Background: an optimization exercise with open tools, aiming at small area. Do not read the settings as production practice.
The RTL was checked by simulation tests, not by an equivalence proof against the original design.
The flow treats the clock pin as an ideal source, which a real chip does not have.
Power figures rest on the tool's default switching activity, not on a simulated workload.

==> design.v <==
module debounce_button(
    input  wire clk,
    input  wire reset_n,
    input  wire noisy_btn_n,
    output wire clean_pulse
);
    localparam [4:0] CNT_ZERO  = 5'b00000,
                     CNT_PRESS = 5'b01000,
                     CNT_PULSE = 5'b10000;
    reg sync0, sync1;
    reg [4:0] cnt;
    reg stable_level;
    wire btn_level = ~sync1;
    wire differ    = btn_level ^ stable_level;
    wire cnt_end   = ~cnt[3] & cnt[2] & ~cnt[1] & ~cnt[0];
    wire pressed   = cnt[3] & ~cnt[2] & ~cnt[1] & ~cnt[0];
    wire feedback  = cnt[4] ? cnt[2] | ~cnt[3] : ~cnt[2];
    assign clean_pulse = cnt[4] & ~cnt[3] & ~cnt[2] & ~cnt[1];
    always @(posedge clk or negedge reset_n) begin
        if (!reset_n) begin
            sync0        <= 1'b1;
            sync1        <= 1'b1;
            cnt          <= CNT_ZERO;
            stable_level <= 1'b0;
        end else begin
            sync0 <= noisy_btn_n;
            sync1 <= sync0;
            if (differ && !cnt_end)
                cnt <= {cnt[3:0], feedback};
            else if (differ && btn_level)
                cnt <= CNT_PRESS;
            else if (pressed)
                cnt <= CNT_PULSE;
            else
                cnt <= CNT_ZERO;
            if (differ && cnt_end)
                stable_level <= btn_level;
        end
    end
endmodule
module blink_generator(
    input  wire half,
    output wire blink_out
);
    assign blink_out = half;
endmodule
module phase_timer(
    input  wire       clk,
    input  wire       reset_n,
    input  wire       clear,
    input  wire       expired,
    output reg  [4:0] hs
);
    reg [8:0] sub;
    wire sub_end = (sub == 9'b000100001);
    always @(posedge clk or negedge reset_n) begin
        if (!reset_n) begin
            sub <= 9'd0;
            hs  <= 5'd0;
        end else begin
            if (clear || sub_end)
                sub <= 9'd0;
            else
                sub <= {sub[7:0], ~(sub[8] ^ sub[4])};
            if (clear)
                hs <= 5'd0;
            else
                hs <= (sub_end ? hs + 5'd1 : hs) | {expired, expired, 3'b000};
        end
    end
endmodule
module sevenseg_decoder(
    input  wire [2:0] elapsed,
    output reg  [6:0] seg
);
    always @(*) begin
        case (elapsed)
            3'd7: seg = 7'b1000000;  
            3'd6: seg = 7'b1111001;  
            3'd5: seg = 7'b0100100;  
            3'd4: seg = 7'b0110000;  
            3'd3: seg = 7'b0011001;  
            3'd2: seg = 7'b0010010;  
            3'd1: seg = 7'b0000010;  
            default: seg = 7'b1111000;  
        endcase
    end
endmodule
module traffic_fsm(
    input  wire       clk,
    input  wire       reset_n,
    input  wire       clean_ped_button,
    input  wire       night_mode,
    input  wire       low_mode,
    input  wire       high_mode,
    input  wire [3:0] sec,
    output wire       change,
    output wire       expired,
    output wire       green,
    output wire       yellow,
    output wire       red,
    output wire       walk,
    output wire       night,
    output reg        ped_request_out
);
    reg [2:0] state;
    assign night  = state[2];
    assign green  = ~state[2] & ~state[1] & ~state[0];
    assign yellow = ~state[1] & state[0];
    assign red    = state[1] & ~state[0];
    assign walk   = state[1] & state[0];
    wire done = sec[3] & sec[2];
    reg expired_r;
    always @(*) begin
        case (state[1:0])
            2'b00:   expired_r = high_mode ? sec[3] & sec[1] :
                                 low_mode  ? sec[3] | sec[2] & (sec[1] | sec[0]) :
                                             sec[3] | sec[2] & sec[1] & sec[0];
            2'b01:   expired_r = sec[1] & (sec[0] | low_mode & ~high_mode);
            2'b10:   expired_r = sec[2] & (high_mode ? sec[1] & sec[0] :
                                           low_mode  | sec[1] | sec[0]);
            default: expired_r = sec[3];
        endcase
    end
    assign expired = expired_r;
    wire       advance = ~night & done;
    wire       red_to_walk = red & ped_request_out;
    wire [1:0] after   = {yellow | red_to_walk, ~state[1] & ~state[0] | red_to_walk};
    wire [2:0] next_state = night_mode ? 3'b100 :
                            night      ? 3'b000 :
                            advance    ? {1'b0, after} : state;
    assign change = night ? ~night_mode : (night_mode | done);
    always @(posedge clk or negedge reset_n) begin
        if (!reset_n) begin
            state           <= 3'b000;
            ped_request_out <= 1'b0;
        end else begin
            state <= next_state;
            if (clean_ped_button && !night_mode)
                ped_request_out <= 1'b1;
            else if (walk)
                ped_request_out <= 1'b0;
        end
    end
endmodule
module walk_countdown_timer(
    input  wire       clk,
    input  wire       reset_n,
    input  wire       walk,
    input  wire [3:0] sec,
    output reg  [2:0] elapsed
);
    always @(posedge clk or negedge reset_n) begin
        if (!reset_n)
            elapsed <= 3'd0;
        else if (walk && !sec[3])
            elapsed <= sec[2:0];
    end
endmodule
module traffic_top(
    input  wire        MAX10_CLK1_50,
    input  wire [1:0]  KEY,
    input  wire [9:0]  SW,
    output wire [9:0]  LEDR,
    output wire [6:0]  HEX0
);
    wire clk        = MAX10_CLK1_50;
    wire reset_n    = KEY[0];
    wire night_mode = SW[0];
    wire clean_ped_button;
    debounce_button db_inst (
        .clk         (clk),
        .reset_n     (reset_n),
        .noisy_btn_n (KEY[1]),
        .clean_pulse (clean_ped_button)
    );
    wire       clear, expired;
    wire [4:0] hs;
    wire       half = hs[0];
    wire [3:0] sec  = hs[4:1];
    phase_timer timer_inst (
        .clk     (clk),
        .reset_n (reset_n),
        .clear   (clear),
        .expired (expired),
        .hs      (hs)
    );
    wire green, yellow, red, walk, night, ped_request;
    traffic_fsm fsm_inst (
        .clk              (clk),
        .reset_n          (reset_n),
        .clean_ped_button (clean_ped_button),
        .night_mode       (night_mode),
        .low_mode         (SW[1]),
        .high_mode        (SW[2]),
        .sec              (sec),
        .change           (clear),
        .expired          (expired),
        .green            (green),
        .yellow           (yellow),
        .red              (red),
        .walk             (walk),
        .night            (night),
        .ped_request_out  (ped_request)
    );
    wire [2:0] elapsed;
    walk_countdown_timer walk_timer_inst (
        .clk     (clk),
        .reset_n (reset_n),
        .walk    (walk),
        .sec     (sec),
        .elapsed (elapsed)
    );
    sevenseg_decoder hex0_dec (
        .elapsed (elapsed),
        .seg     (HEX0)
    );
    wire blink_signal;
    blink_generator blink_inst (
        .half      (half),
        .blink_out (blink_signal)
    );
    assign LEDR[0]   = green;
    assign LEDR[1]   = night ? blink_signal : yellow;
    assign LEDR[2]   = red | walk;
    assign LEDR[3]   = walk;
    assign LEDR[4]   = ~walk;
    assign LEDR[5]   = ped_request;
    assign LEDR[6]   = SW[1];
    assign LEDR[7]   = SW[2];
    assign LEDR[9:8] = 2'b00;
endmodule
==> flow/run.sh <==
#!/bin/bash
set -euo pipefail
export WORK=$(pwd)

FLOW=$WORK/flow
R=$WORK/orfs/results/$FLOW_PLATFORM/traffic_top/base
LIB=$(ls "$FLOW_HOME"/platforms/"$FLOW_PLATFORM"/lib/sky130_fd_sc_hd__tt_025C_1v80.lib)
PORTS="BUFFER_PORTS_ARGS=-buffer_cell sky130_fd_sc_hd__buf_1"

bash standard.sh synth > synth.log 2>&1

cp "$R/1_2_yosys.v" resynth_in.v
best=""
best_area=""
SEEDS="0 1 2 3 4 5 6 7"
for seed in $SEEDS; do
    {
        printf 'strash\n&get -n\n&deepsyn -T 40 -S %d\n&dch -f\n&nf -R 1000\n&put\n' $seed
        for round in 1 2 3; do
            printf 'strash\n&get -n\n&dch -f\n&nf -R 1000\n&put\n'
        done
    } > area_$seed.abc
    sed -e "s#@LIB@#$LIB#g" -e "s#@ABC@#$WORK/area_$seed.abc#g" \
        -e "s#resynth_out.v#resynth_out_$seed.v#" "$FLOW/resynth.ys" > resynth_$seed.ys
done
# four at a time, one per core
for batch in "0 1 2 3" "4 5 6 7"; do
    for seed in $batch; do
        yosys -s resynth_$seed.ys > resynth_$seed.log 2>&1 &
    done
    wait || true
done
for seed in $SEEDS; do
    a=$(grep "Chip area" resynth_$seed.log | tail -1 | awk '{print $NF}' || true)
    [[ -n "$a" && -f resynth_out_$seed.v ]] || continue
    if [[ -z "$best" ]] || awk "BEGIN{exit !($a < $best_area)}"; then
        best=$seed; best_area=$a
    fi
done
echo "best seed: ${best:-none} area ${best_area:-none}" > resynth_status.txt
if [[ -n "$best" ]]; then
    cp resynth_out_$best.v resynth_out.v
    sed -e "s#@LIB@#$LIB#g" -e "s#@FLOW@#$FLOW#g" "$FLOW/equiv.ys" > equiv.ys
    if yosys -s equiv.ys > equiv.log 2>&1; then
        cp resynth_out.v "$R/1_2_yosys.v"
        rm -f "$R/1_synth.odb" "$R/1_synth.sdc"
        echo "resynthesis used" >> resynth_status.txt
    else
        echo "equivalence not proven, standard netlist kept" >> resynth_status.txt
    fi
fi

bash standard.sh "$PORTS" place > place.log 2>&1

openroad -no_init -exit "$FLOW/clock_tree.tcl" > clock_tree.log 2>&1

bash standard.sh "$PORTS" finish > layout.log 2>&1
==> flow/clock_tree.tcl <==
# Clock tree: one clock buffer at the centroid of the registers drives every
# register; written as the CTS step's results so the standard flow goes on
# from there.
set results $::env(WORK)/orfs/results/$::env(FLOW_PLATFORM)/traffic_top/base
set platform $::env(FLOW_HOME)/platforms/$::env(FLOW_PLATFORM)
read_lef $platform/lef/sky130_fd_sc_hd.tlef
read_lef $platform/lef/sky130_fd_sc_hd_merged.lef
read_liberty $platform/lib/sky130_fd_sc_hd__tt_025C_1v80.lib
read_db $results/3_place.odb
read_sdc $results/3_place.sdc
source $platform/setRC.tcl

set block [ord::get_db_block]

set clk_net [$block findNet MAX10_CLK1_50]
set sx 0
set sy 0
set n 0
foreach it [$clk_net getITerms] {
  set b [[$it getInst] getBBox]
  set sx [expr {$sx + ([$b xMin] + [$b xMax]) / 2}]
  set sy [expr {$sy + ([$b yMin] + [$b yMax]) / 2}]
  incr n
}
set dbu [$block getDbUnitsPerMicron]
set x [expr {double($sx) / $n / $dbu}]
set y [expr {double($sy) / $n / $dbu}]
puts "clock sinks $n, buffer at $x $y"
insert_buffer -buffer_cell sky130_fd_sc_hd__clkbuf_16 -net MAX10_CLK1_50 \
  -location [list $x $y] -buffer_name clkbuf_root -net_name clk_root
set buf_inst [[lindex [[$block findNet MAX10_CLK1_50] getITerms] 0] getInst]
puts "clock buffer [$buf_inst getName], net [[[$buf_inst findITerm X] getNet] getName]"
[[$buf_inst findITerm X] getNet] setSigType CLOCK
global_connect
detailed_placement
check_placement -verbose
set_propagated_clock [all_clocks]
estimate_parasitics -placement
report_clock_skew
report_checks -path_delay min_max
write_db $results/4_1_cts.odb
write_sdc -no_timestamp $results/4_cts.sdc
==> flow/conb.v <==
module sky130_fd_sc_hd__conb_1(output HI, output LO);
  assign HI = 1'b1;
  assign LO = 1'b0;
endmodule
==> flow/equiv.ys <==
# Prove the new netlist equivalent to the standard one. The registers are the
# same cells with the same names in both, so equiv_make pairs them.
read_liberty -ignore_miss_func @LIB@
read_verilog -overwrite @FLOW@/conb.v
read_verilog resynth_in.v
rename traffic_top gold
rename -hide gold/w:_*_
read_verilog resynth_out.v
rename traffic_top gate
rename -hide gate/w:_*_
flatten gold gate
delete t:$scopeinfo
async2sync
opt_clean
equiv_make gold gate equiv
hierarchy -top equiv
equiv_simple -undef
equiv_induct -undef
equiv_status -assert
==> flow/resynth.ys <==
# Map the combinational logic of the standard synthesis again, for area.
read_liberty -ignore_miss_func @LIB@
read_verilog resynth_in.v
hierarchy -top traffic_top
blackbox sky130_fd_sc_hd__df* sky130_fd_sc_hd__conb_1
flatten
delete t:$scopeinfo
opt -purge
abc -liberty @LIB@ -dont_use *lpflow* -dont_use *probe* -dont_use *clkdly* -dont_use *dlygate* -dont_use *dlymetal* -script @ABC@
opt_clean -purge
stat -liberty @LIB@
write_verilog -noattr -noexpr resynth_out.v
==> standard.sh <==
#!/bin/bash
# synth_recipe.tcl (not shown) runs the flow's synth.tcl, then flattens the netlist and writes it again
# the make line also repeats each setting of config.mk as NAME=value (left out here)
make -C /OpenROAD-flow-scripts/flow DESIGN_CONFIG=/design/flow/config.mk WORK_HOME=/design/flow/orfs CLKGATE_MAP_FILE= SYNTH_SCRIPT=/design/flow/synth_recipe.tcl "${@:-finish}"
==> config.mk <==
export PLATFORM = sky130hd
export DESIGN_NAME = traffic_top
export DESIGN_NICKNAME = traffic_top
export VERILOG_FILES = /design/flow/design.v
export SDC_FILE = /design/flow/constraint.sdc
export NUM_CORES = 4
export LEC_CHECK = 0
export CAP_MARGIN = 20
export CORE_MARGIN = 2
export CORE_UTILIZATION = 33
export GPL_TIMING_DRIVEN = 0
export SLEW_MARGIN = 20
==> constraint.sdc <==
create_clock -name core_clock -period 10.0 [get_ports {MAX10_CLK1_50}]
set_input_delay 2.0000 -clock core_clock [delete_from_list [all_inputs] [get_ports {MAX10_CLK1_50}]]
set_output_delay 2.0000 -clock core_clock [all_outputs]
set_load 0.01 [all_outputs]
==> run_results.csv <==
group,metric,value,unit
grt,grt_use_total,10.9,%
placement,dp.final_hpwl,1.66,mm
drt,drt_iter0_markers,11,
synthesis,synth_area,0.00121,mm2
setup_path,critPathTopFamily,"buffers and inverters",
setup_path,worstSetupPathType,"in -> out",
grt,grt_antenna_before_repair,0,
clocking,clkLatencyLatePin,160,ps
die,die-area,0.00418,mm2
die,fp.dieH,64.6,um
sta,slew-limit-headroom,35.1,%
sta,min_period,4300,ps
drt,viasPerCell,4.96,
sta,max_freq,232,MHz
sta,setup_viol,0,
setup_path,crit_fanout,4,
sta,slew_violations,0,
die,die_x,64.6,um
finish,drive_above_1_share,2.90,%
finish,area_growth_syn_to_layout,13.6,%
finish,post-route-util,38.2,%
sta,hold_viol_final,0,
job,drv_cap,0,
grt,grt_overflow_total,0,
setup_path,r2r_slack,7640,ps
drt,ant_nets,0,
setup_path,critPathLaunchType,"input port",
finish,seq_area,728,um2
placement,dp_slack,5700,ps
setup_path,cp_slowest_stage_delay,170,ps
setup_path,cp-end-kind,"output pin",
finish,multiInputGateArea,467,um2
grt,grt_max_degree,30,
setup_path,cp.arrival,2300,ps
worst_hold_path,hp-class,"reg -> reg",
finish,layout_commonest_cell,"dfrtp_1",
run_status,status,"timing/DRC/antenna clean",
die,start_util,33.7,%
setup_path,cp_common_cell,"buf_1",
sta,rsz0062_at_grt,"no",
setup_path,crit_chain,"buf_1 -> buf_1",
clocking,clk_pin_slew,100,ps
sta,fin_worst_skew,3.55,ps
finish,layout_common_cells,"27 x dfrtp_1, 19 x buf_1, 12 x nor2_1",
grt,grt_first_pass_wirelength,3.76,mm
synthesis,yosysWarnings,5,
sta,worst_slew_pin_slew,973,ps
power,irDropWorstVdd,112,uV
setup_path,critPathBufInv,2,
die,core_area,0.00361,mm2
setup_path,cp_data_required_time,8000,ps
power,leakagePower,0.000605,uW
synthesis,syn_avg_cell_area,10.5,um2
drt,routed_wl,2.17,mm
die,ios,30,
finish,nFillCells,367,
die,num_rows,22,
finish,diodes,0,
placement,place_congestion,0.736,
placement,io_buffers,20,
drt,avgRoutedWirePerCell,11.7,um
setup_path,slowest_stage,"buf_1",
finish,fin_nets,153,
power,power.total,223,uW
synthesis,synth_cells,116,
drt,vias,923,
sta,setup_slack,5700,ps
grt,grt_pass1_vias,871,
sta,setup_tns,0,ps
drt,drc_errors,0,
drt,first_pass_iters,4,
sta,fin_crit_sh,43.0,%
power,power_density,161,mW/mm2
cell type report:
class / count / area share [%]
repair buffers: 20 / 5.54
clock buffers: 1 / 1.81
inverters: 6 / 1.63
flip-flops and latches: 29 / 52.8
multi-input cells: 82 / 33.8
well taps: 48 / 4.36
metal layers:
metal / share of wire (%) / global-route usage (%) / vias up / wire, um
met5: 0 / 0 / - / 0
met4: 0.46 / 0.798 / 0 / 10
met3: 3.7 / 0.521 / 2 / 80
met2: 51 / 21.0 / 20 / 1100
met1: 45 / 14.2 / 450 / 982
li1: - / - / 451 / -
worst paths after layout:
path	from	to	cells past startpoint
setup / recovery	SW[1]	LEDR[6]	2
hold / removal	db_inst.sync0$_DFF_PN1_	db_inst.sync1$_DFF_PN1_	0
setup reg to reg	timer_inst.sub[1]$_DFF_PN0_	timer_inst.hs[3]$_DFF_PN0_	6
hold reg to reg	db_inst.sync0$_DFF_PN1_	db_inst.sync1$_DFF_PN1_	0
max in group asynchronous	KEY[0]	timer_inst.sub[5]$_DFF_PN0_	1
min in group asynchronous	KEY[0]	db_inst.cnt[4]$_DFF_PN0_	1
registers in the layout (all words and copies together), names as in the netlist:
| name | count |
|---|---|
| db_inst.sync0 | 1 |
| db_inst.stable_level | 1 |
| db_inst.sync1 | 1 |
| timer_inst.hs | 5 |
| db_inst.cnt | 5 |
| fsm_inst.state | 3 |
| fsm_inst.ped_request_out | 1 |
| walk_timer_inst.elapsed | 3 |
| timer_inst.sub | 9 |
power breakdown:
part / internal, uW / switching, uW / leakage [uW]
clock network: 18.5 / 27.6 / 0.0000123
logic: 15.3 / 19.2 / 0.000209
registers: 131 / 11.1 / 0.000384
total: 165 / 57.9 / 0.000605
through the flow:
stage          cell area, um2  cells  hold WS [ps]
6_report                 1380    186           363
5_1_grt                  1380    186           368
3_5_place_dp             1350    185           350
3_3_place_gp             1350    185           349
2_1_floorplan            1220    117           345

## afterwards: timing with drivers on the ports
How much do the figures lean on ideal ports? The routed layout below was timed once more, with nothing changed but the port constraints. Step 1 assumes that a clkbuf_16 drives the clock port and a buf_2 every other input. Step 2 times the ports against the registers' clock, not the clock port: input delays grow and output delays shrink by t, the midpoint of the rising clock arrivals with the driver on. a / b / c = ideal ports / drivers / drivers and shift; a / b = the first two.
t (ns): 0.189
setup WS [ns]: 5.697 / 5.677 / 5.677
hold WS [ns]: 0.363 / 0.363 / 0.363
worst slew at a driven data input, ns: 0.03
After both steps this run still meets setup and hold. For this run, drivers alone change the setup slack by -0.020 ns; drivers and shift together by -0.020 ns.
